This is an optimization exercise on Yosys and OpenROAD, whose aim is small area, not a production implementation. RTL that was checked went through simulation tests only; none was proved equivalent to the original. Only the layout flow was run in runs 1 to 3; the RTL was not checked for function there. No activity file was given, so power comes from the tool's default toggle rates.

## flow/run.sh

```bash
#!/bin/bash
# Standard ORFS layout with small port buffers and a small clock tree.
set -o pipefail
bash standard.sh \
  ABC_AREA=1 \
  BUFFER_PORTS_ARGS="-buffer_cell sky130_fd_sc_hd__buf_1" \
  CTS_ARGS="-sink_clustering_enable -repair_clock_nets -dont_use_dummy_load -sink_clustering_size 12 -sink_clustering_max_diameter 40 -buf_list {sky130_fd_sc_hd__clkbuf_4}" \
  finish > flow.log 2>&1
```

## standard.sh

```bash
#!/bin/bash
# synth_recipe.tcl (not shown) runs the flow's synth.tcl, then flattens the netlist and writes it again
# the make line also repeats each setting of config.mk as NAME=value (left out here)
make -C /OpenROAD-flow-scripts/flow DESIGN_CONFIG=/design/flow/config.mk WORK_HOME=/design/flow/orfs CLKGATE_MAP_FILE= SYNTH_SCRIPT=/design/flow/synth_recipe.tcl "${@:-finish}"
```

## config.mk

```make
export PLATFORM = sky130hd
export DESIGN_NAME = fpga_top
export DESIGN_NICKNAME = fpga_top
export VERILOG_FILES = /design/flow/design.v
export SDC_FILE = /design/flow/constraint.sdc
export NUM_CORES = 4
export LEC_CHECK = 0
export CAP_MARGIN = 20
export CORE_MARGIN = 2
export CORE_UTILIZATION = 40
export SLEW_MARGIN = 20
```

## constraint.sdc

```tcl
create_clock -name core_clock -period 6.0 [get_ports {clk}]
set_input_delay 1.2000 -clock core_clock [delete_from_list [all_inputs] [get_ports {clk}]]
set_output_delay 1.2000 -clock core_clock [all_outputs]
set_load 0.01 [all_outputs]
```

## design.v

```verilog
module beacon_chars(k, j, e, first, nfeed);
  input [6:0] k;
  wire [6:0] k;
  input [4:0] j;
  wire [4:0] j;
  input [17:0] e;
  wire [17:0] e;
  input first;
  wire first;
  output nfeed;
  wire nfeed;
  wire _000_;
  wire _001_;
  wire _002_;
  wire _003_;
  wire _004_;
  wire _005_;
  wire _006_;
  wire _007_;
  wire _008_;
  wire _009_;
  wire _010_;
  wire _011_;
  wire _012_;
  wire _013_;
  wire _014_;
  wire _015_;
  wire _016_;
  wire _017_;
  wire _018_;
  wire _019_;
  wire _020_;
  wire _021_;
  wire _022_;
  wire _023_;
  wire _024_;
  wire _025_;
  wire _026_;
  wire _027_;
  wire _028_;
  wire _029_;
  wire _030_;
  wire _031_;
  wire _032_;
  wire _033_;
  wire _034_;
  wire _035_;
  wire _036_;
  wire _037_;
  wire _038_;
  wire _039_;
  wire _040_;
  wire _041_;
  wire _042_;
  wire _043_;
  wire _044_;
  wire _045_;
  wire _046_;
  wire _047_;
  wire _048_;
  wire _049_;
  wire _050_;
  wire _051_;
  wire _052_;
  wire _053_;
  wire _054_;
  wire _055_;
  wire _056_;
  wire _057_;
  wire _058_;
  wire _059_;
  wire _060_;
  wire _061_;
  wire _062_;
  wire _063_;
  wire _064_;
  wire _065_;
  wire _066_;
  wire _067_;
  wire _068_;
  wire _069_;
  wire _070_;
  wire _071_;
  wire _072_;
  wire _073_;
  wire _074_;
  wire _075_;
  wire _076_;
  wire _077_;
  wire _078_;
  wire _079_;
  wire _080_;
  wire _081_;
  wire _082_;
  wire _083_;
  wire _084_;
  wire _085_;
  wire _086_;
  wire _087_;
  wire _088_;
  wire _089_;
  wire _090_;
  wire _091_;
  wire _092_;
  wire _093_;
  wire _094_;
  wire _095_;
  wire _096_;
  wire _097_;
  wire _098_;
  wire _099_;
  wire _100_;
  wire _101_;
  wire _102_;
  wire _103_;
  wire _104_;
  wire _105_;
  wire _106_;
  wire _107_;
  wire _108_;
  wire _109_;
  wire _110_;
  wire _111_;
  wire _112_;
  wire _113_;
  wire _114_;
  wire _115_;
  wire _116_;
  wire _117_;
  wire _118_;
  wire _119_;
  wire _120_;
  wire _121_;
  wire _122_;
  wire _123_;
  wire _124_;
  wire _125_;
  wire _126_;
  wire _127_;
  wire _128_;
  wire _129_;
  wire _130_;
  wire _131_;
  wire _132_;
  wire _133_;
  wire _134_;
  wire _135_;
  wire _136_;
  wire _137_;
  wire _138_;
  wire _139_;
  wire _140_;
  wire _141_;
  wire _142_;
  wire _143_;
  wire _144_;
  wire _145_;
  wire _146_;
  wire _147_;
  wire _148_;
  wire _149_;
  wire _150_;
  wire _151_;
  wire _152_;
  wire _153_;
  wire _154_;
  wire _155_;
  wire _156_;
  wire _157_;
  wire _158_;
  wire _159_;
  wire _160_;
  wire _161_;
  wire _162_;
  wire _163_;
  wire _164_;
  wire _165_;
  wire _166_;
  wire _167_;
  wire _168_;
  wire _169_;
  wire _170_;
  wire _171_;
  wire _172_;
  wire _173_;
  wire _174_;
  wire _175_;
  wire _176_;
  wire _177_;
  wire _178_;
  wire _179_;
  wire _180_;
  wire _181_;
  wire _182_;
  wire _183_;
  wire _184_;
  wire _185_;
  wire _186_;
  wire _187_;
  wire _188_;
  wire _189_;
  wire _190_;
  wire _191_;
  wire _192_;
  wire _193_;
  wire _194_;
  wire _195_;
  wire _196_;
  wire _197_;
  wire _198_;
  wire _199_;
  wire _200_;
  wire _201_;
  wire _202_;
  wire _203_;
  wire _204_;
  wire _205_;
  wire _206_;
  wire _207_;
  wire _208_;
  wire _209_;
  wire _210_;
  wire _211_;
  wire _212_;
  wire _213_;
  wire _214_;
  wire _215_;
  wire _216_;
  wire _217_;
  wire _218_;
  wire _219_;
  wire _220_;
  wire _221_;
  wire _222_;
  wire _223_;
  wire _224_;
  wire _225_;
  wire _226_;
  wire _227_;
  wire _228_;
  wire _229_;
  wire _230_;
  wire _231_;
  wire _232_;
  wire _233_;
  wire _234_;
  wire _235_;
  wire _236_;
  wire _237_;
  wire _238_;
  wire _239_;
  wire _240_;
  wire _241_;
  wire _242_;
  wire _243_;
  wire _244_;
  wire _245_;
  wire _246_;
  wire _247_;
  wire _248_;
  wire _249_;
  wire _250_;
  wire _251_;
  wire _252_;
  wire _253_;
  wire _254_;
  wire _255_;
  wire _256_;
  wire _257_;
  wire _258_;
  wire _259_;
  wire _260_;
  wire _261_;
  wire _262_;
  wire _263_;
  wire _264_;
  wire _265_;
  wire _266_;
  wire _267_;
  wire _268_;
  wire _269_;
  wire _270_;
  wire _271_;
  wire _272_;
  wire _273_;
  wire _274_;
  wire _275_;
  wire _276_;
  wire _277_;
  wire _278_;
  wire _279_;
  wire _280_;
  wire _281_;
  wire _282_;
  wire _283_;
  wire _284_;
  wire _285_;
  wire _286_;
  wire _287_;
  wire _288_;
  wire _289_;
  wire _290_;
  wire _291_;
  assign _225_ = 4'h1 >> { k[3], k[4] };
  assign _226_ = 4'h4 >> { _225_, k[2] };
  assign _227_ = 4'h8 >> { k[5], k[6] };
  assign _228_ = 4'h4 >> { _227_, _226_ };
  assign _229_ = 4'h4 >> { k[2], k[4] };
  assign _230_ = 4'h2 >> { k[5], k[1] };
  assign _231_ = 4'h2 >> { _230_, k[3] };
  assign _232_ = 4'h2 >> { _231_, _229_ };
  assign _233_ = 4'h8 >> { k[5], k[2] };
  assign _234_ = 4'h4 >> { k[5], k[2] };
  assign _235_ = 4'h4 >> { _234_, k[4] };
  assign _236_ = 4'h1 >> { _235_, _233_ };
  assign _237_ = 4'h8 >> { k[0], k[1] };
  assign _238_ = 4'h4 >> { _237_, k[3] };
  assign _239_ = 4'h8 >> { k[3], k[4] };
  assign _240_ = 4'h1 >> { _239_, _225_ };
  assign _241_ = 4'h4 >> { _240_, k[0] };
  assign _242_ = 4'h1 >> { k[0], k[1] };
  assign _243_ = 4'h1 >> { _242_, _237_ };
  assign _244_ = 4'h4 >> { _243_, _241_ };
  assign _245_ = 4'h8 >> { _244_, k[3] };
  assign _246_ = 4'h1 >> { _245_, _238_ };
  assign _247_ = 4'h1 >> { _246_, _236_ };
  assign _248_ = 4'h1 >> { _247_, _232_ };
  assign _249_ = 4'h2 >> { k[3], k[4] };
  assign _250_ = 4'h4 >> { _249_, k[2] };
  assign _251_ = 4'h1 >> k[2:1];
  assign _252_ = 4'h4 >> { _251_, k[5] };
  assign _253_ = 4'h8 >> { _252_, k[3] };
  assign _254_ = 4'h1 >> { _253_, k[6] };
  assign _255_ = 4'h8 >> { k[2], k[3] };
  assign _256_ = 4'h2 >> { _255_, k[4] };
  assign _257_ = 4'h1 >> { _256_, _254_ };
  assign _258_ = 4'h1 >> { _257_, _250_ };
  assign _259_ = 4'h8 >> k[5:4];
  assign _260_ = 4'h4 >> { _259_, _242_ };
  assign _261_ = 4'h1 >> { _260_, _258_ };
  assign _262_ = 4'h2 >> { _261_, _248_ };
  assign _263_ = 4'h8 >> k[2:1];
  assign _264_ = 4'h1 >> { _263_, _251_ };
  assign _265_ = 4'h2 >> { _255_, k[0] };
  assign _266_ = 4'h4 >> { _265_, _264_ };
  assign _267_ = 4'h2 >> { k[0], k[1] };
  assign _268_ = 4'h4 >> { _267_, k[5] };
  assign _269_ = 4'h1 >> { _267_, k[3] };
  assign _270_ = 4'h8 >> { k[2], k[0] };
  assign _271_ = 4'h1 >> { _270_, _269_ };
  assign _272_ = 4'h4 >> { _271_, _268_ };
  assign _273_ = 4'h1 >> { _272_, _266_ };
  assign _274_ = 4'h2 >> { _273_, k[6] };
  assign _275_ = 4'h8 >> { _252_, _249_ };
  assign _276_ = 4'h1 >> { _275_, k[6] };
  assign _277_ = 4'h1 >> { _276_, _274_ };
  assign _278_ = 4'h1 >> { _277_, _262_ };
  assign _279_ = 4'h8 >> { e[14], j[0] };
  assign _280_ = 4'h8 >> { _279_, _278_ };
  assign _281_ = 4'h4 >> { k[0], k[1] };
  assign _282_ = 4'h1 >> { _259_, _240_ };
  assign _283_ = 4'h8 >> { _282_, k[4] };
  assign _284_ = 4'h1 >> { _283_, _255_ };
  assign _285_ = 4'h1 >> { _284_, _281_ };
  assign _286_ = 4'h2 >> { _285_, _231_ };
  assign _287_ = 4'h2 >> { _243_, k[5] };
  assign _288_ = 4'h4 >> { _287_, _270_ };
  assign _289_ = 4'h4 >> { _266_, k[5] };
  assign _290_ = 4'h1 >> { _289_, _288_ };
  assign _291_ = 4'h4 >> { _290_, _286_ };
  assign _000_ = 4'h1 >> { _291_, k[4] };
  assign _001_ = 4'h8 >> { _283_, _237_ };
  assign _002_ = 4'h4 >> { _251_, k[3] };
  assign _003_ = 4'h2 >> { _002_, _259_ };
  assign _004_ = 4'h8 >> { _003_, _250_ };
  assign _005_ = 4'h1 >> { _004_, _001_ };
  assign _006_ = 4'h8 >> { _244_, _233_ };
  assign _007_ = 4'h4 >> { _249_, k[1] };
  assign _008_ = 4'h2 >> { k[2], k[0] };
  assign _009_ = 4'h1 >> { _008_, _234_ };
  assign _010_ = 4'h8 >> { _009_, _007_ };
  assign _011_ = 4'h1 >> { _010_, k[6] };
  assign _012_ = 4'h4 >> { _011_, _006_ };
  assign _013_ = 4'h8 >> { _012_, _005_ };
  assign _014_ = 4'h4 >> { _013_, _000_ };
  assign _015_ = 4'h1 >> e[14:13];
  assign _016_ = 4'h8 >> { _267_, k[2] };
  assign _017_ = 4'h8 >> { _008_, k[1] };
  assign _018_ = 4'h4 >> { _017_, k[4] };
  assign _019_ = 4'h1 >> { _018_, _016_ };
  assign _020_ = 4'h2 >> { _019_, k[3] };
  assign _021_ = 4'h1 >> { _242_, _239_ };
  assign _022_ = 4'h2 >> { _270_, k[4] };
  assign _023_ = 4'h1 >> { _022_, _021_ };
  assign _024_ = 4'h4 >> { _226_, k[5] };
  assign _025_ = 4'h4 >> { k[2], k[3] };
  assign _026_ = 4'h4 >> { _025_, _243_ };
  assign _027_ = 4'h1 >> { _026_, _024_ };
  assign _028_ = 4'h4 >> { _027_, _023_ };
  assign _029_ = 4'h4 >> { _028_, _020_ };
  assign _030_ = 4'h2 >> { _029_, k[6] };
  assign _031_ = 4'h2 >> { _030_, _015_ };
  assign _032_ = 4'h4 >> { _031_, _014_ };
  assign _033_ = 4'h1 >> { _032_, _280_ };
  assign _034_ = 4'h1 >> { _033_, _228_ };
  assign _035_ = 4'h2 >> { _249_, _243_ };
  assign _036_ = 4'h1 >> { _251_, _229_ };
  assign _037_ = 4'h4 >> { _036_, _243_ };
  assign _038_ = 4'h1 >> { _037_, _035_ };
  assign _039_ = 4'h8 >> { _038_, _285_ };
  assign _040_ = 4'h2 >> { _240_, k[0] };
  assign _041_ = 4'h1 >> { _249_, k[1] };
  assign _042_ = 4'h1 >> { _041_, _241_ };
  assign _043_ = 4'h4 >> { _042_, _040_ };
  assign _044_ = 4'h8 >> { _043_, k[2] };
  assign _045_ = 4'h8 >> { _284_, _281_ };
  assign _046_ = 4'h1 >> { _045_, _044_ };
  assign _047_ = 4'h4 >> { _046_, _039_ };
  assign _048_ = 4'h1 >> { _047_, k[5] };
  assign _049_ = 4'h8 >> { _017_, _282_ };
  assign _050_ = 4'h4 >> { k[5], k[1] };
  assign _051_ = 4'h8 >> { _050_, _226_ };
  assign _052_ = 4'h1 >> { _051_, _253_ };
  assign _053_ = 4'h1 >> { _052_, k[0] };
  assign _054_ = 4'h1 >> { _053_, _049_ };
  assign _055_ = 4'h4 >> { _054_, _048_ };
  assign _056_ = 4'h2 >> { _055_, k[6] };
  assign _057_ = 4'h4 >> { _267_, k[2] };
  assign _058_ = 4'h1 >> { _057_, _241_ };
  assign _059_ = 4'h2 >> { _058_, _259_ };
  assign _060_ = 4'h8 >> { _050_, _225_ };
  assign _061_ = 4'h1 >> { _237_, k[5] };
  assign _062_ = 4'h8 >> { _061_, _255_ };
  assign _063_ = 4'h1 >> { _062_, _060_ };
  assign _064_ = 4'h4 >> { _063_, _059_ };
  assign _065_ = 4'h8 >> { _064_, _005_ };
  assign _066_ = 4'h4 >> { _065_, k[6] };
  assign _067_ = 4'h4 >> k[2:1];
  assign _068_ = 4'h1 >> { _067_, k[0] };
  assign _069_ = 4'h4 >> { _068_, _043_ };
  assign _070_ = 4'h1 >> { _022_, _240_ };
  assign _071_ = 4'h1 >> { _070_, _234_ };
  assign _072_ = 4'h1 >> { k[2], k[0] };
  assign _073_ = 4'h2 >> { _072_, _264_ };
  assign _074_ = 4'h4 >> { _073_, _071_ };
  assign _075_ = 4'h1 >> { _074_, _275_ };
  assign _076_ = 4'h4 >> { _075_, _069_ };
  assign _077_ = 4'h8 >> { _076_, _066_ };
  assign _078_ = 4'h2 >> { _077_, e[14] };
  assign _079_ = 4'h4 >> { _078_, _056_ };
  assign _080_ = 4'h1 >> { _079_, j[0] };
  assign _081_ = 4'h1 >> { _080_, _034_ };
  assign _082_ = 4'h8 >> { _025_, _281_ };
  assign _083_ = 4'h4 >> { _250_, k[0] };
  assign _084_ = 4'h8 >> { _229_, k[0] };
  assign _085_ = 4'h1 >> { _239_, k[5] };
  assign _086_ = 4'h1 >> { _085_, k[6] };
  assign _087_ = 4'h4 >> { _086_, _084_ };
  assign _088_ = 4'h4 >> { _087_, _083_ };
  assign _089_ = 4'h8 >> { _088_, _248_ };
  assign _090_ = 4'h4 >> { _254_, _225_ };
  assign _091_ = 4'h2 >> { _090_, _085_ };
  assign _092_ = 4'h4 >> { _091_, _274_ };
  assign _093_ = 4'h1 >> { _092_, _089_ };
  assign _094_ = 4'h4 >> { _267_, _229_ };
  assign _095_ = 4'h4 >> { _094_, _093_ };
  assign _096_ = 4'h8 >> { _001_, k[2] };
  assign _097_ = 4'h4 >> { _251_, _241_ };
  assign _098_ = 4'h2 >> { _097_, k[6] };
  assign _099_ = 4'h4 >> { _098_, _096_ };
  assign _100_ = 4'h4 >> { _099_, _095_ };
  assign _101_ = 4'h8 >> { _266_, k[3] };
  assign _102_ = 4'h1 >> { k[5], k[6] };
  assign _103_ = 4'h1 >> { k[1], k[4] };
  assign _104_ = 4'h8 >> { k[1], k[4] };
  assign _105_ = 4'h1 >> { _104_, _103_ };
  assign _106_ = 4'h4 >> { _105_, _264_ };
  assign _107_ = 4'h2 >> { _106_, _102_ };
  assign _108_ = 4'h1 >> { _016_, _238_ };
  assign _109_ = 4'h8 >> { _108_, _107_ };
  assign _110_ = 4'h4 >> { _109_, _101_ };
  assign _111_ = 4'h1 >> { _110_, _100_ };
  assign _112_ = 4'h1 >> { _111_, _082_ };
  assign _113_ = 4'h8 >> { _237_, _225_ };
  assign _114_ = 4'h8 >> { _267_, k[3] };
  assign _115_ = 4'h1 >> { _281_, _251_ };
  assign _116_ = 4'h4 >> { _115_, _007_ };
  assign _117_ = 4'h4 >> { _116_, _114_ };
  assign _118_ = 4'h4 >> { _117_, _106_ };
  assign _119_ = 4'h2 >> { _118_, k[5] };
  assign _120_ = 4'h1 >> { _119_, _113_ };
  assign _121_ = 4'h4 >> { _120_, _112_ };
  assign _122_ = 4'h4 >> { _015_, j[0] };
  assign _123_ = 4'h4 >> { _122_, _051_ };
  assign _124_ = 4'h4 >> { _123_, _121_ };
  assign _125_ = 4'h2 >> { _072_, _022_ };
  assign _126_ = 4'h2 >> { _125_, _021_ };
  assign _127_ = 4'h1 >> { _126_, _066_ };
  assign _128_ = 4'h8 >> { _127_, e[13] };
  assign _129_ = 4'h4 >> { _128_, _093_ };
  assign _130_ = 4'h1 >> { _129_, _124_ };
  assign _131_ = 4'h2 >> { _130_, _081_ };
  assign _132_ = 4'h4 >> { _130_, _081_ };
  assign _133_ = 4'h1 >> { _132_, j[1] };
  assign _134_ = 4'h4 >> { _133_, _131_ };
  assign _135_ = 4'h4 >> { _038_, _030_ };
  assign _136_ = 4'h8 >> { _049_, k[4] };
  assign _137_ = 4'h8 >> { _233_, k[3] };
  assign _138_ = 4'h4 >> { _137_, _105_ };
  assign _139_ = 4'h8 >> { _138_, k[0] };
  assign _140_ = 4'h1 >> { _139_, k[6] };
  assign _141_ = 4'h4 >> { _140_, _136_ };
  assign _142_ = 4'h1 >> { _141_, _135_ };
  assign _143_ = 4'h8 >> { _232_, k[3] };
  assign _144_ = 4'h1 >> { _275_, _235_ };
  assign _145_ = 4'h4 >> { _144_, _143_ };
  assign _146_ = 4'h2 >> { _145_, _014_ };
  assign _147_ = 4'h1 >> { _146_, _142_ };
  assign _148_ = 4'h8 >> { _015_, j[0] };
  assign _149_ = 4'h4 >> { _148_, _147_ };
  assign _150_ = 4'h1 >> { _126_, _225_ };
  assign _151_ = 4'h8 >> { _150_, _288_ };
  assign _152_ = 4'h1 >> { _097_, k[5] };
  assign _153_ = 4'h4 >> { _234_, _225_ };
  assign _154_ = 4'h1 >> { _153_, _287_ };
  assign _155_ = 4'h4 >> { _154_, _152_ };
  assign _156_ = 4'h2 >> { _155_, _284_ };
  assign _157_ = 4'h4 >> { _156_, _151_ };
  assign _158_ = 4'h8 >> { _065_, k[6] };
  assign _159_ = 4'h1 >> { _138_, _239_ };
  assign _160_ = 4'h8 >> { _102_, _242_ };
  assign _161_ = 4'h1 >> { _160_, _057_ };
  assign _162_ = 4'h4 >> { _161_, _159_ };
  assign _163_ = 4'h1 >> { _162_, _253_ };
  assign _164_ = 4'h4 >> { _163_, _158_ };
  assign _165_ = 4'h4 >> { _164_, _157_ };
  assign _166_ = 4'h1 >> { _038_, _024_ };
  assign _167_ = 4'h8 >> { _166_, _158_ };
  assign _168_ = 4'h2 >> { _167_, _122_ };
  assign _169_ = 4'h4 >> { _168_, _165_ };
  assign _170_ = 4'h4 >> { e[14], j[0] };
  assign _171_ = 4'h8 >> { _170_, _093_ };
  assign _172_ = 4'h1 >> { _171_, _169_ };
  assign _173_ = 4'h4 >> { _172_, _149_ };
  assign _174_ = 4'h1 >> { _173_, _228_ };
  assign _175_ = 4'h1 >> { _281_, k[3] };
  assign _176_ = 4'h8 >> { _175_, _107_ };
  assign _177_ = 4'h2 >> { _176_, _279_ };
  assign _178_ = 4'h4 >> { _177_, _127_ };
  assign _179_ = 4'h4 >> { _178_, _278_ };
  assign _180_ = 4'h4 >> { _179_, _093_ };
  assign _181_ = 4'h2 >> { _180_, j[1] };
  assign _182_ = 4'h4 >> { _181_, _174_ };
  assign _183_ = 4'h8 >> e[14:13];
  assign _184_ = 4'h1 >> { _183_, e[15] };
  assign _185_ = 4'h4 >> { _184_, j[2] };
  assign _186_ = 4'h4 >> { _185_, _182_ };
  assign _187_ = 4'h4 >> { _186_, _134_ };
  assign _188_ = 4'h8 >> { e[2], e[4] };
  assign _189_ = 4'h8 >> { e[0], e[3] };
  assign _190_ = 4'h8 >> { _189_, e[1] };
  assign _191_ = 4'h8 >> { _190_, _188_ };
  assign _192_ = 4'h1 >> { _191_, e[5] };
  assign _193_ = 4'h2 >> { _192_, e[6] };
  assign _194_ = 4'h1 >> { _193_, e[7] };
  assign _195_ = 4'h2 >> { _194_, e[8] };
  assign _196_ = 4'h1 >> e[10:9];
  assign _197_ = 4'h4 >> { _196_, _195_ };
  assign _198_ = 4'h8 >> { e[11], e[12] };
  assign _199_ = 4'h4 >> { _198_, _197_ };
  assign _200_ = 4'h2 >> { e[15], e[16] };
  assign _201_ = 4'h4 >> { _200_, first };
  assign _202_ = 4'h8 >> { _201_, _183_ };
  assign _203_ = 4'h4 >> { _202_, _199_ };
  assign _204_ = 4'h2 >> { _203_, e[17] };
  assign _205_ = 4'h8 >> { _024_, _242_ };
  assign _206_ = 4'h1 >> { _003_, j[0] };
  assign _207_ = 4'h4 >> { _206_, _205_ };
  assign _208_ = 4'h8 >> { _207_, _141_ };
  assign _209_ = 4'h1 >> { j[1], e[15] };
  assign _210_ = 4'h8 >> { _209_, _015_ };
  assign _211_ = 4'h4 >> { _210_, _208_ };
  assign _212_ = 4'h1 >> { _184_, j[0] };
  assign _213_ = 4'h2 >> { _122_, j[1] };
  assign _214_ = 4'h2 >> { _213_, j[2] };
  assign _215_ = 4'h4 >> { _214_, _212_ };
  assign _216_ = 4'h4 >> { _215_, _211_ };
  assign _217_ = 4'h8 >> j[1:0];
  assign _218_ = 4'h8 >> { _217_, j[2] };
  assign _219_ = 4'h1 >> { _218_, j[3] };
  assign _220_ = 4'h4 >> { e[16], e[17] };
  assign _221_ = 4'h1 >> { _220_, j[4] };
  assign _222_ = 4'h4 >> { _221_, _219_ };
  assign _223_ = 4'h4 >> { _222_, _216_ };
  assign _224_ = 4'h4 >> { _223_, _204_ };
  assign nfeed = 4'h4 >> { _224_, _187_ };
endmodule
module beacon_engine (
    input  clk,
    input  rst_n,
    output nfeed,      
    output reg ld,     
    output reg hold,   
    output reg en      
);
reg  [8:0] w;               
reg  [4:0] j;               
reg  [12:0] lo;
reg  [4:0] hi;
reg        cy;
reg        first;           
reg        wrap;            
wire tk = ld;               
wire sw = ~w[8] & ~w[7] & (w[6:0] != 7'd0) & (w[6:0] <= 7'd99);    
wire adv = tk & (j == 5'd16);    
wire [4:0] ht = hi + {4'd0, cy};
wire [17:0] e = {ht, lo};
reg  [17:0] op;
always @(*) begin
  if (sw) op = 18'd390;
  else if (adv) op = wrap ? 18'h2_028D : 18'h3_892E;
  else if (tk) op = 18'h3_692E;
  else op = 18'd0;
end
wire [13:0] c;
wire [12:0] lo_n;
assign c[0] = 1'b0;
genvar i;
generate for (i = 0; i < 13; i = i + 1) begin : g_add
  assign lo_n[i] = lo[i] ^ op[i] ^ c[i];
  assign c[i+1] = (lo[i] & op[i]) | (c[i] & (lo[i] ^ op[i]));
end endgenerate
wire last = (w == 9'd1);
always @(posedge clk or negedge rst_n)
  if (!rst_n) begin
    w <= 9'd151; j <= 5'd25; lo <= 13'h0B3D; hi <= 5'h1B; cy <= 1'b0;
    first <= 1'b1; en <= 1'b0; wrap <= 1'b0;
    ld <= 1'b0; hold <= 1'b1;
  end else begin
    if (tk) begin
      w <= (j == 5'd25) ? 9'd379 : 9'd433;
      j <= (j == 5'd25) ? 5'd7 : j + 5'd1;
    end else
      w <= w - 9'd1;
    lo <= lo_n;
    hi <= hi + op[17:13] + {4'd0, cy};
    cy <= c[13];
    wrap <= ~ht[4] & ((ht[3] & ht[2]) | ((ht[3:0] == 4'd11) & (lo >= 13'h51B)));
    if (adv && wrap) first <= 1'b0;
    if (tk) en <= 1'b1;
    ld <= last;
    hold <= ~last;
  end
beacon_chars u_chars (.k(w[6:0]), .j(j), .e(e), .first(first), .nfeed(nfeed));
endmodule
module fpga_top (
output tx_R19,
output tx_T11,
output tx_T10,
output tx_T12,
output tx_U12,
output tx_U13,
output tx_V13,
output tx_V12,
output tx_W13,
output tx_T14,
output tx_T15,
output tx_P14,
output tx_R14,
output tx_Y16,
output tx_Y17,
output tx_W14,
output tx_Y14,
output tx_T16,
output tx_U17,
output tx_V15,
output tx_W15,
output tx_U14,
output tx_U15,
output tx_U18,
output tx_U19,
output tx_P19,
output tx_N20,
output tx_P20,
output tx_T20,
output tx_U20,
output tx_V20,
output tx_W20,
output tx_Y18,
output tx_Y19,
output tx_V16,
output tx_W16,
output tx_R16,
output tx_R17,
output tx_T17,
output tx_R18,
output tx_V17,
output tx_V18,
output tx_W18,
output tx_W19,
output tx_N17,
output tx_P18,
output tx_P15,
output tx_P16,
output tx_T19,
output tx_G14,
output tx_C20,
output tx_B20,
output tx_B19,
output tx_A20,
output tx_E17,
output tx_D18,
output tx_D19,
output tx_D20,
output tx_E18,
output tx_E19,
output tx_F16,
output tx_F17,
output tx_M19,
output tx_M20,
output tx_M17,
output tx_M18,
output tx_L19,
output tx_L20,
output tx_K19,
output tx_J19,
output tx_L16,
output tx_L17,
output tx_K17,
output tx_K18,
output tx_H16,
output tx_H17,
output tx_J18,
output tx_H18,
output tx_F19,
output tx_F20,
output tx_G17,
output tx_G18,
output tx_J20,
output tx_H20,
output tx_G19,
output tx_G20,
output tx_H15,
output tx_G15,
output tx_K14,
output tx_J14,
output tx_N15,
output tx_N16,
output tx_L14,
output tx_L15,
output tx_M14,
output tx_M15,
output tx_K16,
output tx_J16,
output tx_J15,
input clk,
input rst_n );
wire nfeed, ld, hold, en;
beacon_engine u_eng (.clk(clk), .rst_n(rst_n), .nfeed(nfeed), .ld(ld), .hold(hold), .en(en));
reg [99:1] sh;
reg [99:1] p;
always @(posedge clk) sh <= {sh[98:1], nfeed};
always @(posedge clk) p <= (sh & {99{ld}}) | (p & {99{hold}});
assign tx_R19 = ~(p[1] & en);
assign tx_T11 = ~(p[2] & en);
assign tx_T10 = ~(p[3] & en);
assign tx_T12 = ~(p[4] & en);
assign tx_U12 = ~(p[5] & en);
assign tx_U13 = ~(p[6] & en);
assign tx_V13 = ~(p[7] & en);
assign tx_V12 = ~(p[8] & en);
assign tx_W13 = ~(p[9] & en);
assign tx_T14 = ~(p[10] & en);
assign tx_T15 = ~(p[11] & en);
assign tx_P14 = ~(p[12] & en);
assign tx_R14 = ~(p[13] & en);
assign tx_Y16 = ~(p[14] & en);
assign tx_Y17 = ~(p[15] & en);
assign tx_W14 = ~(p[16] & en);
assign tx_Y14 = ~(p[17] & en);
assign tx_T16 = ~(p[18] & en);
assign tx_U17 = ~(p[19] & en);
assign tx_V15 = ~(p[20] & en);
assign tx_W15 = ~(p[21] & en);
assign tx_U14 = ~(p[22] & en);
assign tx_U15 = ~(p[23] & en);
assign tx_U18 = ~(p[24] & en);
assign tx_U19 = ~(p[25] & en);
assign tx_P19 = ~(p[26] & en);
assign tx_N20 = ~(p[27] & en);
assign tx_P20 = ~(p[28] & en);
assign tx_T20 = ~(p[29] & en);
assign tx_U20 = ~(p[30] & en);
assign tx_V20 = ~(p[31] & en);
assign tx_W20 = ~(p[32] & en);
assign tx_Y18 = ~(p[33] & en);
assign tx_Y19 = ~(p[34] & en);
assign tx_V16 = ~(p[35] & en);
assign tx_W16 = ~(p[36] & en);
assign tx_R16 = ~(p[37] & en);
assign tx_R17 = ~(p[38] & en);
assign tx_T17 = ~(p[39] & en);
assign tx_R18 = ~(p[40] & en);
assign tx_V17 = ~(p[41] & en);
assign tx_V18 = ~(p[42] & en);
assign tx_W18 = ~(p[43] & en);
assign tx_W19 = ~(p[44] & en);
assign tx_N17 = ~(p[45] & en);
assign tx_P18 = ~(p[46] & en);
assign tx_P15 = ~(p[47] & en);
assign tx_P16 = ~(p[48] & en);
assign tx_T19 = ~(p[49] & en);
assign tx_G14 = ~(p[50] & en);
assign tx_C20 = ~(p[51] & en);
assign tx_B20 = ~(p[52] & en);
assign tx_B19 = ~(p[53] & en);
assign tx_A20 = ~(p[54] & en);
assign tx_E17 = ~(p[55] & en);
assign tx_D18 = ~(p[56] & en);
assign tx_D19 = ~(p[57] & en);
assign tx_D20 = ~(p[58] & en);
assign tx_E18 = ~(p[59] & en);
assign tx_E19 = ~(p[60] & en);
assign tx_F16 = ~(p[61] & en);
assign tx_F17 = ~(p[62] & en);
assign tx_M19 = ~(p[63] & en);
assign tx_M20 = ~(p[64] & en);
assign tx_M17 = ~(p[65] & en);
assign tx_M18 = ~(p[66] & en);
assign tx_L19 = ~(p[67] & en);
assign tx_L20 = ~(p[68] & en);
assign tx_K19 = ~(p[69] & en);
assign tx_J19 = ~(p[70] & en);
assign tx_L16 = ~(p[71] & en);
assign tx_L17 = ~(p[72] & en);
assign tx_K17 = ~(p[73] & en);
assign tx_K18 = ~(p[74] & en);
assign tx_H16 = ~(p[75] & en);
assign tx_H17 = ~(p[76] & en);
assign tx_J18 = ~(p[77] & en);
assign tx_H18 = ~(p[78] & en);
assign tx_F19 = ~(p[79] & en);
assign tx_F20 = ~(p[80] & en);
assign tx_G17 = ~(p[81] & en);
assign tx_G18 = ~(p[82] & en);
assign tx_J20 = ~(p[83] & en);
assign tx_H20 = ~(p[84] & en);
assign tx_G19 = ~(p[85] & en);
assign tx_G20 = ~(p[86] & en);
assign tx_H15 = ~(p[87] & en);
assign tx_G15 = ~(p[88] & en);
assign tx_K14 = ~(p[89] & en);
assign tx_J14 = ~(p[90] & en);
assign tx_N15 = ~(p[91] & en);
assign tx_N16 = ~(p[92] & en);
assign tx_L14 = ~(p[93] & en);
assign tx_L15 = ~(p[94] & en);
assign tx_M14 = ~(p[95] & en);
assign tx_M15 = ~(p[96] & en);
assign tx_K16 = ~(p[97] & en);
assign tx_J16 = ~(p[98] & en);
assign tx_J15 = ~(p[99] & en);
endmodule
```

==> implementation parameters, run 1 <==
Parameter                              Value

Timing
  Period Utilization, post-route    92.88%
  Setup_tns    0 ns
  Final worst clock skew    0.1337 ns
  Worst slew pin tran    1.026 ns
  Hold Violations, Final    0
  Number of setup violations in the final report    0
  Final critical path time including I/O delays and setup    5.573 ns
  Unrepaired setup endpoints after global routing    no
  Pins over their slew limit    0
  Normalized max-slew margin    around a third
  Max Clk Rate    179.4 MHz

Synthesis
  Total standard cell area after synthesis    about 8600 um2
  Cell variety after synth    38
  Synthesized netlist net count    923
  Synth Instances    886
  Syn. warnings    2
  Synthesized area per cell    9.714 um2
  Commonest register cell after synthesis    dfxtp_1
  Async set-or-reset flop fraction in the synthesized netlist    around 16%
  Part of the Yosys area used for sequential elements    57.42%
  Number of synthesized register bits    236
  Number of flops mapped to enable cells by yosys    0

Critical path
  Critical path's most frequent cell    fa_1
  WP data required    6.53 ns
  Path type of the worst setup path    reg -> reg
  Cell type of the slowest stage on the worst timing path    fa_1
  Worst setup SP type    flop
  Worst setup EP type    flop
  Critical path arrival    6.10 ns
  Biggest fanout along the worst timing path    9
  Largest incremental delay on the critical path    about 0.43 ns

Routing
  Number of DRC violations after detailed routing    0
  Total iterations of the first detailed-routing run    5
  Average via count per standard cell    5.026
  Final wirelength    19,890 um
  Via count    6,368
  WL/cell    15.70 um
  Drt first-iter violations    around 440
  Post-detailed-route count of antenna-violating nets    0

Place
  IO buf count    100
  RD Place Congestion    0.9677
  HPWL reported at the end of detailed placement    about 13,000 um
  Placed Cells incl. Taps    1,235

Power and ir drop
  Maximum vdd drop    0.09285 mV
  Leakage    3.915 nW
  Power per Cell Area    about 240 nW/um2

GRT
  Tot GR Track Use    17.23%
  Antenna violations before repair    1
  Maximum number of pins on one net before global-route repair    101
  Wire length of the first global-routing pass    about 31,000 um
  Residual overflow from global routing    0
  Via count of the first global-routing pass    6,032

CTS
  Number of buffers added by the clock tree synthesis step    31
  Clock sink count    236
  Number of post-CTS setup repair buffers    0
  Max clock buf depth    3
  Source-to-sink clock delay at the later pin of the worst-skew pair    ~0.69 ns
  CTS tree    built
  Clock-pin slew of the registers on the worst-case setup and hold paths    0.12 ns
  Root Driver    clkbuf_4
  H-tree levels    1

Floorplanning
  Die footprint    22,710 um2
  Height of the die    ~150 um
  Core box area    about 21,000 um2
  DIE WIDTH    150.7 um
  Total number of placement rows    53
  Top-Level Pins    101
  Effective utilization at floorplan    roughly 41%

Layout
  Area growth from synthesis to final layout    10.39%
  Final-layout fill cell count    2,115
  Fin nets    around 1,000
  Number of cells in the finished layout apart from fillers    1,267
  Layout cell share with drive strength beyond 1    approximately 8.9%
  Core Util, Final    45.06%

Flow run
  Max-cap check violation count    0

Run status
  Result of the run  no timing/DRC/antenna violations

Hold path
  HP Class    reg -> reg
## stage by stage
step | hold slack (ns) | worst slack, ns | total power, mW | cell area (um2)
4_1_cts | 0.2742 | 0.3460 | 2.313 | 9499
3_3_place_gp | 0.3341 | 0.3763 | 1.611 | 9266
5_1_grt | 0.2766 | 0.03269 | 2.376 | 9502
6_report | 0.2797 | 0.4274 | 2.272 | 9502
2_1_floorplan | 0.3319 | 0.4291 | 1.605 | 8607
3_5_place_dp | 0.3368 | 0.3152 | 1.611 | 9266
## flip-flops by register name (all words and copies together), names as in the netlist
signal	cells
u_eng.cy	1
p	99
u_eng.lo	13
u_eng.j	5
u_eng.ld	1
u_eng.wrap	1
u_eng.en	1
u_eng.hold	1
u_eng.first	1
u_eng.w	9
sh	99
u_eng.hi	5
## synthesized netlist by cell type, types with 3 or more instances
cell | n | area (um2)
buf_6 | 5 | 56.30
nand3b_1 | 3 | 22.52
dfstp_2 | 22 | 578.1
fa_1 | 10 | 200.2
o211ai_1 | 5 | 37.54
a31oi_1 | 3 | 18.77
dfxtp_1 | 198 | 3964
ha_1 | 25 | 312.8
a21oi_1 | 22 | 110.1
nand4_1 | 4 | 25.02
nor2_1 | 46 | 172.7
inv_1 | 71 | 266.5
xor2_1 | 5 | 43.79
or2_2 | 3 | 18.77
nand2_1 | 201 | 754.5
xnor2_1 | 3 | 26.28
nor3_1 | 8 | 40.04
dfrtp_1 | 16 | 400.4
nor2_2 | 3 | 18.77
a22o_1 | 99 | 867.1
clkbuf_1 | 37 | 138.9
o21ai_0 | 34 | 170.2
a21boi_0 | 5 | 37.54
nand3_1 | 38 | 190.2
## timing repair
| item | in CTS | in global routing |
|---|---|---|
| hold endpoints to repair | 0 | 0 |
| hold buffers | 0 | 0 |
| resized for setup | 0 | 2 |
| endpoints found under the setup margin | 0 | 2 |
## kinds of logic (layout without fill, tap and decap cells)
| group | Yosys count | count (layout) | share of synthesized area (%) |
|---|---|---|---|
| compound gates | 178 | 178 | 15.26 |
| xor+xnor | 8 | 8 | 0.8141 |
| fa+ha+maj | 35 | 35 | 5.960 |
| buf+inv | 118 | 223 | 5.684 |
| flops | 236 | 236 | 57.42 |
| other cells | 0 | 1 | 0 |
| simple gates | 311 | 311 | 14.86 |
## placed cells by master (no fill, tap or decap), drive strengths merged, types with 23 or more instances in the layout
master	count
inv	73
nand2	204
dfxtp	198
nor2	49
a21oi	23
buf	118
nand3	38
o21ai	36
clkbuf	32
ha	25
a22o	99
## report_power, final
group | internal [mW] | switching [mW]
combinational | 0.000661 | 0.00490
sequential | 1.57 | 0
clock | 0.235 | 0.461
## critical path, delay by kind of cell, from the launching register on
kind	cells	cell delay, ns
simple gates	5	0.70
flops	1	0.42
buf+inv	9	0.64
fa+ha+maj	14	3.79
## final timing paths
| kind | startpoint | endpoint | slack, ns | cells after the start |
|---|---|---|---|---|
| hold / removal | sh[3] | sh[4] | 0.28 | 0 |
| max in group asynchronous | rst_n | u_eng.w[4] | 4.98 | 2 |
| hold reg to reg | sh[3] | sh[4] | 0.28 | 0 |
| min in group asynchronous | rst_n | u_eng.en | 0.55 | 2 |
| setup / recovery | u_eng.w[0] | u_eng.lo[12] | 0.43 | 28 |
| setup reg to reg | u_eng.w[0] | u_eng.lo[12] | 0.43 | 28 |
## final cells by class
class                           count  area, um2  area share, %
Antenna cell                        1      2.502        0.02634
Timing Repair Buffer              119      519.2          5.465
Clock buffer                       31      232.7          2.449
Multi-Input combinational cell    532       3176          33.42
Inverter                           73      274.0          2.884
Tap cell                          275      344.1          3.621
Sequential cell                   236       4954          52.13
## routing by layer
layer / up-vias / global-route usage (%) / part of all wire, %
met5: - / 0 / 0
met4: 0 / 5.607 / 2.1
met3: 39 / 3.455 / 5.6
met2: 177 / 25.02 / 42
met1: 2990 / 25.58 / 50
li1: 3162 / - / -
==> run 2, diff against run 1 <==
==> flow/run.sh (replaced) <==
#!/bin/bash
# Standard ORFS layout with small port buffers and a small clock tree.
set -o pipefail
bash standard.sh \
  ABC_AREA=1 \
  BUFFER_PORTS_ARGS="-buffer_cell sky130_fd_sc_hd__buf_1" \
  CTS_ARGS="-sink_clustering_enable -repair_clock_nets -dont_use_dummy_load -sink_clustering_size 10 -sink_clustering_max_diameter 40 -buf_list {sky130_fd_sc_hd__clkbuf_4}" \
  finish > flow.log 2>&1
==> run 2 against run 1 <==
Clock-buffer cell count increased by 4; synthesized area unchanged; worst setup slack worse by 0.020 ns; clock skew decreased by 0.033 ns; critical path type unchanged.
==> implementation parameters, run 2 <==
Parameter                              Value

CTS
  Root Driver    clkbuf_4
  Clock-pin slew of the registers on the worst-case setup and hold paths    0.09 ns
  Clock sink count    236
  CTS Hold Bufs    0
  Number of buffers added by the clock tree synthesis step    35
  Number of post-CTS setup repair buffers    0
  Source-to-sink clock delay at the later pin of the worst-skew pair    0.61 ns
  CTS tree    built
  Cells resized by post-CTS repair    0
  Max clock buf depth    3
  H-tree levels    2

Critical path
  Number of buffer and inverter instances along the worst setup path    9
  WP data required    6.46 ns
  R2r setup slk    about 0.41 ns
  Cell type of the slowest stage on the worst timing path    fa_1
  Worst setup SP type    flop
  Worst setup EP type    flop
  Critical path's most frequent cell    fa_1
  Biggest fanout along the worst timing path    9
  Largest incremental delay on the critical path    0.44 ns
  Cell type group with the largest total delay on the critical path    adder cells
  Path type of the worst setup path    reg -> reg
  Critical path arrival    slightly above 6 ns

GRT
  Residual overflow from global routing    0
  Maximum number of pins on one net before global-route repair    101
  Tot GR Track Use    17.56%
  Antenna violations before repair    1
  Via count of the first global-routing pass    6,060
  Wire length of the first global-routing pass    roughly 32,000 um

Timing
  Period Utilization, post-route    ~93%
  Normalized max-slew margin    31.41%
  Unrepaired setup endpoints after global routing    no
  Smallest hold slack    roughly 0.31 ns
  Setup_tns    0 ns
  Final worst clock skew    0.1004 ns
  Worst slew pin tran    1.029 ns
  Number of setup violations in the final report    0
  Hold Violations, Final    0
  Worst setup margin    approximately 0.4 ns
  Final critical path time including I/O delays and setup    5.592 ns
  Max Clk Rate    178.8 MHz
  Pins over their slew limit    0

Synthesis
  Cell variety after synth    38
  Post-synth top area share    46.05%
  Part of the Yosys area used for sequential elements    57.42%
  Adder and majority cell fraction of the synthesized area    5.960%
  Synthesized netlist net count    923
  Main combinational cell family by area after synthesis    compound AO/OA/AOI/OAI gates
  Syn. warnings    2
  Post-synthesis share of cell area spent on and, or, nand and nor gates    14.86%
  Largest cells by area after synthesis    dfxtp_1 46%, a22o_1 10%, nand2_1 8.8%
  Total standard cell area after synthesis    8607 um2
  Proportion of synthesized area in mux cells    0%
  Number of synthesized register bits    236
  Largest area contributor in the netlist    dfxtp_1
  Most common cell in the netlist    nand2_1
  Synthesized area per cell    9.714 um2
  Number of flops mapped to enable cells by yosys    0
  Commonest cells in the netlist    201 x nand2_1, 198 x dfxtp_1, 99 x a22o_1
  Synth Instances    886
  XOR/XNOR share of the synthesized area    0.8141%
  Async set-or-reset flop fraction in the synthesized netlist    16.10%
  Commonest register cell after synthesis    dfxtp_1
  Share of the synthesized area in compound gates (AO/OA/AOI/OAI)    15.26%

Layout
  Area growth from synthesis to final layout    10.74%
  Layout cell share with drive strength beyond 1    9.246%
  Leading cell types in the layout, fill and taps excluded    201 x nand2_1, 198 x dfxtp_1, 99 x a22o_1, 99 x buf_1, 70 x inv_1
  Most common library cell in the layout ignoring fill and taps    nand2_1
  Largest registers in the final layout    p: 99 flops, sh: 99 flops, u_eng.lo: 13 flops
  Fin nets    1,034
  Number of cells in the finished layout apart from fillers    1,271
  Final-layout fill cell count    2,109

Routing
  WL/cell    15.79 um
  Average via count per standard cell    5.010
  Total iterations of the first detailed-routing run    5
  Post-detailed-route count of antenna-violating nets    0
  Via count    around 6,400
  Drt first-iter violations    between 400 and 500
  Final wirelength    20,070 um
  Number of DRC violations after detailed routing    0

Floorplanning
  Effective utilization at floorplan    40.82%
  Top-Level Pins    101
  Core box area    about 21,000 um2
  Height of the die    150.7 um
  DIE WIDTH    roughly 150 um
  Die footprint    22,710 um2
  Total number of placement rows    53

Place
  Worst slack after detailed placement    ~0.32 ns
  Placed Cells incl. Taps    1,235
  HPWL reported at the end of detailed placement    13,390 um
  IO buf count    100
  RD Place Congestion    0.9677

Power and ir drop
  Total power after layout    2.324 mW
  Leakage    between 3 and 4 nW
  Power per Cell Area    243.8 nW/um2
  Maximum vdd drop    0.09303 mV

Run status
  Result of the run  no timing/DRC/antenna violations

Flow run
  Max-cap check violation count    0

Hold path
  HP Class    reg -> reg
-- run 2: metrics by stage --
stage	cell area (um2)	util, %
floorplan	8607	-
global placement	9266	43.94
detailed placement	9266	43.94
CTS	9529	45.19
global route	9532	45.20
finish	9532	45.20
-- run 2: logic make-up (layout without fill, tap and decap cells) --
| family | after synthesis | in the layout |
|---|---|---|
| AOI/OAI and AO/OA | 178 | 178 |
| xor gates and xnor gates | 8 | 8 |
| adders and majority gates | 35 | 35 |
| buffers and inverters | 118 | 227 |
| DFF | 236 | 236 |
| other | 0 | 1 |
| and+or+nand+nor | 311 | 311 |
-- run 2: worst reg2reg max path, delay by kind of cell, from the launching register on --
kind	cells	cell delay, ns
buf+inv	9	0.64
fa+ha+maj	14	3.80
simple gates	5	0.70
flops	1	0.42
-- run 2: path summary, 6_finish.rpt --
check | end | depth (start not counted) | start
max in group asynchronous | u_eng.ld | 2 | rst_n
min reg2reg | sh[33] | 0 | sh[32]
max reg2reg | u_eng.lo[12] | 28 | u_eng.w[0]
min in group asynchronous | u_eng.en | 2 | rst_n
min | sh[33] | 0 | sh[32]
max | u_eng.lo[12] | 28 | u_eng.w[0]
-- run 2: final cells by class --
class,instances,area [um2],area share [%]
sequential,236,4954,51.97
multi-input combinational,532,3176,33.32
timing repair buffer,119,519.2,5.448
tap,275,344.1,3.610
inverter,73,274.0,2.875
clock buffer,35,262.8,2.757
antenna,1,2.502,0.02625
-- run 2: where the power goes --
group / internal [mW] / total, mW / switching (mW)
combinational: 0.000660 / 0.00564 / 0.00498
clock: 0.269 / 0.748 / 0.479
sequential: 1.57 / 1.57 / 0
-- run 2: metal layers --
| layer | track usage, % | part of all wire (%) | vias to the layer above |
|---|---|---|---|
| li1 | - | - | 3173 |
| met1 | 25.80 | 50 | 2993 |
| met2 | 25.09 | 42 | 167 |
| met3 | 4.121 | 5.6 | 35 |
| met4 | 6.308 | 1.9 | 0 |
| met5 | 0 | 0 | - |
==> run 3, diff against run 2 <==
--- a/flow/run.sh
+++ b/flow/run.sh
@@ -3,5 +3,5 @@
 set -o pipefail
 bash standard.sh \
-  ABC_AREA=1 \
+  ABC_AREA=1 CORE_UTILIZATION=65 PLACE_DENSITY=0.75 \
   BUFFER_PORTS_ARGS="-buffer_cell sky130_fd_sc_hd__buf_1" \
   CTS_ARGS="-sink_clustering_enable -repair_clock_nets -dont_use_dummy_load -sink_clustering_size 10 -sink_clustering_max_diameter 40 -buf_list {sky130_fd_sc_hd__clkbuf_4}" \
==> run 3 against run 2 <==
Still clean; clock power down 8.6%; worst setup slack got worse by 0.11 ns; core utilization grew 26 points; via count rose by 4.8%; worst hold slack got worse by 0.0077 ns; sequential power about the same.
==> implementation parameters, run 3 <==
Parameter                              Value

Run status
  Result of the run  no timing/DRC/antenna violations

Power and ir drop
  Part of the total power dissipated in combinational logic    0.2%
  Internal power    1.791 mW
  Fraction of power spent switching nets    just over 20%
  Relative contribution of the clock network to total power    a little under a third
  Share of power burned in registers    69.5%
  Maximum vdd drop    around 0.17 mV
  NetSw    467.9 uW
  Leakage    3.888 nW
  Power per Cell Area    between 200 and 250 nW/um2

Timing
  Max Clk Rate    between 150 and 200 MHz
  Hold Violations, Final    0
  Worst slew pin tran    1.028 ns
  Pins over their slew limit    0
  Final worst clock skew    0.04911 ns
  Number of setup violations in the final report    0
  Unrepaired setup endpoints after global routing    no
  Period Utilization, post-route    94.98%
  Normalized max-slew margin    31.45%
  Worst setup margin    around 0.3 ns
  Setup_tns    0 ns
  Final critical path time including I/O delays and setup    5.699 ns

Synthesis
  Commonest cells in the netlist    201 x nand2_1, 198 x dfxtp_1, 99 x a22o_1
  Syn. warnings    2
  Async set-or-reset flop fraction in the synthesized netlist    16.10%
  Synth Instances    886
  Synthesized netlist net count    923
  Commonest register cell after synthesis    dfxtp_1
  Largest area contributor in the netlist    dfxtp_1
  Number of flops mapped to enable cells by yosys    0
  Cell variety after synth    38
  Largest cells by area after synthesis    dfxtp_1 46%, a22o_1 10%, nand2_1 8.8%
  Total standard cell area after synthesis    approximately 8600 um2
  Synthesized area per cell    9.714 um2
  Part of the Yosys area used for sequential elements    57.42%
  Most common cell in the netlist    nand2_1
  Number of synthesized register bits    between 200 and 250
  Post-synth top area share    46.05%

Routing
  Number of DRC violations after detailed routing    0
  Average via count per standard cell    5.735
  Final wirelength    between 20,000 and 25,000 um
  Drt first-iter violations    between 600 and 700
  WL/cell    17.54 um
  Total iterations of the first detailed-routing run    5
  Post-detailed-route count of antenna-violating nets    0
  Via count    around 6,700

Place
  HPWL reported at the end of detailed placement    ~14,000 um
  IO buf count    100
  Worst slack after detailed placement    between 0.09 and 0.1 ns
  RD Place Congestion    0.9664

Critical path
  Biggest fanout along the worst timing path    8
  Path type of the worst setup path    reg -> reg
  Worst setup EP type    flop
  Worst setup SP type    flop
  Critical path arrival    6.22 ns
  WP data required    6.52 ns

GRT
  Maximum number of pins on one net before global-route repair    112
  Via count of the first global-routing pass    6,587
  Tot GR Track Use    28.48%
  Antenna violations before repair    1
  Residual overflow from global routing    0
  Wire length of the first global-routing pass    between 30,000 and 40,000 um

Layout
  Area growth from synthesis to final layout    8.853%
  Fin nets    1,026
  Layout cell share with drive strength beyond 1    9.017%
  Largest registers in the final layout    p: 99 flops, sh: 99 flops, u_eng.lo: 13 flops
  Leading cell types in the layout, fill and taps excluded    201 x nand2_1, 198 x dfxtp_1, 99 x a22o_1, 99 x buf_1, 69 x inv_1
  Most common library cell in the layout ignoring fill and taps    nand2_1
  Core Util, Final    71.60%

CTS
  CTS tree    built
  Root Driver    clkbuf_4
  Number of buffers added by the clock tree synthesis step    29
  Clock-pin slew of the registers on the worst-case setup and hold paths    0.10 ns
  Source-to-sink clock delay at the later pin of the worst-skew pair    0.66 ns
  Max clock buf depth    3
  Clock sink count    236
  H-tree levels    1

Floorplanning
  Core box area    13,090 um2
  Total number of placement rows    42
  Height of the die    119.1 um
  Die footprint    14,180 um2
  DIE WIDTH    119.1 um
  Effective utilization at floorplan    65.78%
  Top-Level Pins    101

Hold path
  HP Class    reg -> reg

Flow run
  Max-cap check violation count    0
[run 3: layout make-up]
| class | instances | area [um2] |
|---|---|---|
| Antenna cell | 1 | 2.502 |
| Clock buffer | 29 | 217.7 |
| Fill cell | 966 | 3716 |
| Inverter | 73 | 277.8 |
| Multi-Input combinational cell | 532 | 3196 |
| Sequential cell | 236 | 4947 |
| Tap cell | 176 | 220.2 |
| Timing Repair Buffer | 117 | 508.0 |
[run 3: kinds of logic after synthesis]
kind of cell | after synthesis | share of synthesized area [%]
buffers and inverters | 118 | 5.684
AO/OA/AOI/OAI | 178 | 15.26
AND/OR/NAND/NOR | 311 | 14.86
adder cells (fa/ha/maj) | 35 | 5.960
XOR/XNOR | 8 | 0.8141
flip-flops | 236 | 57.42
[run 3: routing by layer]
metal / part of all wire (%) / global-route usage [%] / vias up / wire [um]
met2: 48 / 46.88 / 235 / 9792
met5: 0 / 0 / - / 0
li1: - / - / 3148 / -
met3: 5.3 / 4.550 / 53 / 1086
met4: 2.8 / 8.333 / 0 / 579
met1: 44 / 39.14 / 3239 / 8960
[run 3: worst max-delay path, stage by stage, from the launching register on]
cell and delay, ns:
dfstp_2 0.56, buf_4 0.16, ha_2 0.23, nand2_1 0.10, o2111ai_1 0.25, nand3b_1 0.13
inv_2 0.14, a21oi_1 0.11, fa_1 0.48, fa_1 0.43, fa_1 0.40, inv_1 0.07
ha_1 0.14, inv_1 0.06, fa_1 0.38, inv_1 0.06, ha_1 0.14, inv_1 0.05
fa_1 0.43, fa_1 0.39, inv_1 0.08, fa_1 0.18, ha_1 0.17, fa_1 0.18
ha_1 0.22
[run 3: what timing repair did]
| action | in CTS | in global routing |
|---|---|---|
| endpoints found under the hold margin | 0 | 0 |
| endpoints found under the setup margin | 0 | 3 |
| buffers inserted | 0 | 5 |
| gates resized for setup | 0 | 8 |
| hold buffers | 0 | 0 |
[run 3: stage by stage]
| stage | instances | area (um2) | hold WS, ns | power, mW |
|---|---|---|---|---|
| floorplan | 886 | 8607 | 0.3319 | 1.605 |
| global placement | 1129 | 9084 | 0.3334 | 1.610 |
| detailed placement | 1129 | 9084 | 0.3375 | 1.610 |
| CTS | 1158 | 9301 | 0.2947 | 2.275 |
| global route | 1164 | 9369 | 0.3061 | 2.343 |
| finish | 1164 | 9369 | 0.3042 | 2.259 |
[run 3: power by group through the flow]
stage	clock [mW]	combinational (mW)	sequential, mW
after global routing	0.767	0.00616	1.57
final	0.684	0.00486	1.57
after detailed placement	0	0.00522	1.60
after floorplan	0	0.00000162	1.60
after CTS	0.700	0.00524	1.57
after global placement	0	0.00516	1.60
[run 3: final timing paths]
check,start,to,slack [ns],depth (start not counted)
max,u_eng.w[0],u_eng.lo[12],0.30,24
min,sh[9],sh[10],0.30,0
max reg2reg,u_eng.w[0],u_eng.lo[12],0.30,24
min reg2reg,sh[9],sh[10],0.30,0
max in group asynchronous,rst_n,u_eng.ld,4.68,1
min in group asynchronous,rst_n,u_eng.cy,0.66,1
==> run 4, diff against run 3 <==
--- a/design.v
+++ b/design.v
@@ -610,8 +610,9 @@
 reg        cy;
 reg        first;           
+reg        sw;              
+reg        adv;             
 reg        wrap;            
+wire last = (w == 9'd1);
 wire tk = ld;               
-wire sw = ~w[8] & ~w[7] & (w[6:0] != 7'd0) & (w[6:0] <= 7'd99);    
-wire adv = tk & (j == 5'd16);    
 wire [4:0] ht = hi + {4'd0, cy};
 wire [17:0] e = {ht, lo};
@@ -631,9 +632,8 @@
   assign c[i+1] = (lo[i] & op[i]) | (c[i] & (lo[i] ^ op[i]));
 end endgenerate
-wire last = (w == 9'd1);
 always @(posedge clk or negedge rst_n)
   if (!rst_n) begin
     w <= 9'd151; j <= 5'd25; lo <= 13'h0B3D; hi <= 5'h1B; cy <= 1'b0;
-    first <= 1'b1; en <= 1'b0; wrap <= 1'b0;
+    first <= 1'b1; en <= 1'b0; sw <= 1'b0; adv <= 1'b0; wrap <= 1'b0;
     ld <= 1'b0; hold <= 1'b1;
   end else begin
@@ -646,4 +646,7 @@
     hi <= hi + op[17:13] + {4'd0, cy};
     cy <= c[13];
+    if (w == 9'd100) sw <= 1'b1;
+    else if (last) sw <= 1'b0;
+    adv <= last & (j == 5'd16);
     wrap <= ~ht[4] & ((ht[3] & ht[2]) | ((ht[3:0] == 4'd11) & (lo >= 13'h51B)));
     if (adv && wrap) first <= 1'b0;
==> flow/run.sh (replaced) <==
#!/bin/bash
# Standard ORFS layout with small port buffers and a small clock tree.
set -o pipefail
bash standard.sh \
  ABC_AREA=1 GPL_TIMING_DRIVEN=0 \
  BUFFER_PORTS_ARGS="-buffer_cell sky130_fd_sc_hd__buf_1" \
  CTS_ARGS="-sink_clustering_enable -repair_clock_nets -dont_use_dummy_load -sink_clustering_size 10 -sink_clustering_max_diameter 40 -buf_list {sky130_fd_sc_hd__clkbuf_4}" \
  finish > flow.log 2>&1
==> run 4 against run 3 <==
Register-to-register slack gained 0.69 ns; critical path depth is 3 lower; first-iteration DRC count fell by 36%; largest power group unchanged; global-route usage fell by 12 points; cell count up 10%; flip-flop and latch count grew 2; largest cell class unchanged; worst setup slack improved by 0.69 ns; still clean.
==> implementation parameters, run 4 <==
Parameter                              Value

Synthesis
  Commonest register cell after synthesis    dfxtp_1
  Cell variety after synth    45
  Synthesized area per cell    approximately 10 um2
  Synthesized netlist net count    916
  Synth Instances    ~900
  Number of synthesized register bits    about 240
  Number of flops mapped to enable cells by yosys    0
  Post-synth top area share    46.05%
  Async set-or-reset flop fraction in the synthesized netlist    16.81%
  Largest area contributor in the netlist    dfxtp_1
  Syn. warnings    2
  Largest cells by area after synthesis    dfxtp_1 46%, a22o_1 10%, nand2_1 9.1%
  Most common cell in the netlist    nand2_1
  Part of the Yosys area used for sequential elements    58.00%
  Total standard cell area after synthesis    8607 um2
  Commonest cells in the netlist    209 x nand2_1, 198 x dfxtp_1, 99 x a22o_1

Layout
  Post-route cell area    9560 um2
  Most common library cell in the layout ignoring fill and taps    nand2_1
  Leading cell types in the layout, fill and taps excluded    209 x nand2_1, 198 x dfxtp_1, 101 x buf_1, 99 x a22o_1, 67 x inv_1
  Core Util, Final    between 40% and 50%
  Layout cell share with drive strength beyond 1    around 7.4%
  Fin nets    1,047
  Area growth from synthesis to final layout    11.08%
  Number of cells in the finished layout apart from fillers    1,286
  Largest registers in the final layout    p: 99 flops, sh: 99 flops, u_eng.lo: 13 flops
  Final-layout fill cell count    2,078

Power and ir drop
  Maximum vdd drop    0.1289 mV
  Power per Cell Area    ~240 nW/um2
  Total power after layout    2.274 mW
  Leakage    4.020 nW

Timing
  Setup_tns    0 ns
  Unrepaired setup endpoints after global routing    no
  Hold Violations, Final    0
  Final critical path time including I/O delays and setup    5.004 ns
  Pins over their slew limit    0
  Final worst clock skew    0.04123 ns
  Number of setup violations in the final report    0
  Worst slew pin tran    0.6938 ns
  Period Utilization, post-route    83.40%
  Max Clk Rate    199.8 MHz
  Normalized max-slew margin    between 50 and 60%

Critical path
  Worst flop-to-flop path endpoint    u_eng.lo[12]
  Cell type of the slowest stage on the worst timing path    fa_1
  Largest incremental delay on the critical path    0.44 ns
  Worst setup endpoint    u_eng.lo[12]
  Critical path arrival    5.49 ns
  Biggest fanout along the worst timing path    10
  Number of cells traversed by the worst register-to-register path    21
  Critical Path, Cell by Cell    clkbuf_1 -> nor3_1 -> nor2_1 -> fa_1 -> inv_1 -> fa_1 -> fa_1 -> inv_1 -> ha_1 -> inv_1 -> fa_1 -> inv_1 -> ha_1 -> inv_1 -> fa_1 -> inv_1 -> fa_1 -> fa_1 -> ha_1 -> fa_1 -> ha_1
  Worst setup path startpoint    u_eng.ld
  Reg-to-Reg Start    u_eng.ld
  Worst setup EP type    flop
  Critical path's most frequent cell    fa_1
  WP data required    approximately 6.5 ns
  Worst setup SP type    flop
  Path type of the worst setup path    reg -> reg
  R2r setup slk    about 1 ns

Floorplanning
  Total number of placement rows    53
  Height of the die    150.7 um
  Core box area    ~21,000 um2
  Die footprint    22,710 um2
  Effective utilization at floorplan    between 40% and 50%
  DIE WIDTH    150.7 um
  Top-Level Pins    101

Run status
  Result of the run  no timing/DRC/antenna violations

Routing
  WL/cell    14.80 um
  Drt first-iter violations    403
  Number of DRC violations after detailed routing    0
  Final wirelength    19,040 um
  Via count    6,300
  Post-detailed-route count of antenna-violating nets    0
  Total iterations of the first detailed-routing run    6
  Average via count per standard cell    around 4.9

CTS
  Max clock buf depth    3
  Root Driver    clkbuf_4
  H-tree levels    1
  Number of buffers added by the clock tree synthesis step    28
  CTS tree    built
  CTS Hold Bufs    0
  Source-to-sink clock delay at the later pin of the worst-skew pair    about 0.63 ns
  Clock-pin slew of the registers on the worst-case setup and hold paths    0.11 ns
  Clock sink count    238
  Number of post-CTS setup repair buffers    0
  Cells resized by post-CTS repair    0

Place
  RD Place Congestion    0.9511
  HPWL reported at the end of detailed placement    13,500 um
  Placed Cells incl. Taps    1,257
  IO buf count    100
  Cell area after placement    9348 um2

GRT
  Antenna violations before repair    1
  Residual overflow from global routing    0
  Via count of the first global-routing pass    6,086
  Maximum number of pins on one net before global-route repair    32
  Tot GR Track Use    16.79%
  Wire length of the first global-routing pass    30,940 um

Flow run
  Max-cap check violation count    0

Hold path
  HP Class    reg -> reg
## run 4: cell types whose count changed in the layout (fill, tap and decap cells not counted), moves of 7 or more
| cell | delta |
|---|---|
| clkbuf_1 | +33 |
| nand2_1 | +8 |
| nor2_1 | +7 |
| buf_4 | -13 |
| o21ai_0 | -11 |
| a21oi_1 | -9 |
## run 4: cell families (layout without fill, tap and decap cells)
logic type / Yosys count / after routing / share of synthesized area, %
flops: 238 / 238 / 58.00
simple gates: 332 / 332 / 16.08
fa+ha+maj: 33 / 33 / 5.669
xor+xnor: 8 / 8 / 0.8141
buf+inv: 114 / 243 / 5.408
compound gates: 156 / 156 / 14.03
other cells: 0 / 1 / 0
## run 4: worst min path at each step
stage,to,startpoint,depth (start not counted),slack (ns)
floorplan,sh[10],sh[9],0,0.33
global placement,sh[78],sh[77],0,0.34
detailed placement,sh[87],sh[86],0,0.34
CTS,sh[10],sh[9],0,0.34
global route,sh[10],sh[9],0,0.32
finish,sh[15],sh[14],0,0.34
## run 4: cell type report
| class | count | area [um2] | share of cell area, % |
|---|---|---|---|
| Inverter | 70 | 262.8 | 2.748 |
| Multi-Input combinational cell | 529 | 3149 | 32.94 |
| Antenna cell | 1 | 2.502 | 0.02617 |
| Sequential cell | 238 | 4992 | 52.22 |
| Timing Repair Buffer | 101 | 396.6 | 4.149 |
| Clock buffer | 28 | 210.2 | 2.199 |
| Tap cell | 275 | 344.1 | 3.599 |
| Buffer | 44 | 202.7 | 2.120 |
## run 4: worst max-delay path: cells and delay by family (launching register included)
family / cells / cell delay [ns]
buffers and inverters: 7 / 0.62
and+or+nand+nor: 2 / 0.59
adders and majority gates: 12 / 3.24
DFF: 1 / 0.42
## run 4: through the flow
stage	hold slack [ns]	setup slack [ns]
floorplan	0.3319	1.400
global placement	0.3357	1.015
detailed placement	0.3375	0.9617
CTS	0.3424	0.9178
global route	0.3237	0.5854
finish	0.3403	0.9960
## run 4: where the power goes
| group | internal, mW | switching, mW |
|---|---|---|
| clock network | 0.214 | 0.469 |
| logic | 0.00155 | 0.00531 |
| registers | 1.58 | 0 |
| total | 1.80 | 0.475 |
## run 4: metal layers
layer  share of wire, %  track usage (%)  routed length (um)  vias up
met4                2.1            5.047                 402        0
li1                   -                -                   -     3197
met5                  0                0                   0        -
met3                5.1            3.121                 976       35
met2                 42            24.84                8022      164
met1                 51            24.88                9634     2904

[what the ideal ports hide]
The results above use ideal ports. As a check the final layouts listed here were re-extracted and re-timed, cells and wires unchanged.
Step 1, drivers: a clkbuf_16 drives clk and a buf_2 each remaining input, both assumed.
Step 2 times the ports against the registers' clock, not the clock port: input delays grow and output delays shrink by t, the midpoint of the rising clock arrivals with the driver on.
a / b / c = ideal ports / drivers / drivers and shift; a / b = the first two.
run | t (ns) | slack for setup (ns) | latest minus earliest clock arrival (ns) | worst data-port slew with drivers (ns)
run 1 | 0.656 | 0.427 / 0.427 / 0.427 | 0.136 / 0.136 | 0.03
run 2 | 0.599 | 0.408 / 0.408 / 0.408 | 0.105 / 0.106 | 0.03
run 3 | 0.673 | 0.301 / 0.301 / 0.301 | 0.059 / 0.059 | 0.03
run 4 | 0.649 | 0.996 / 0.996 / 0.996 | 0.042 / 0.042 | 0.03
After both steps every run listed still meets setup and hold.
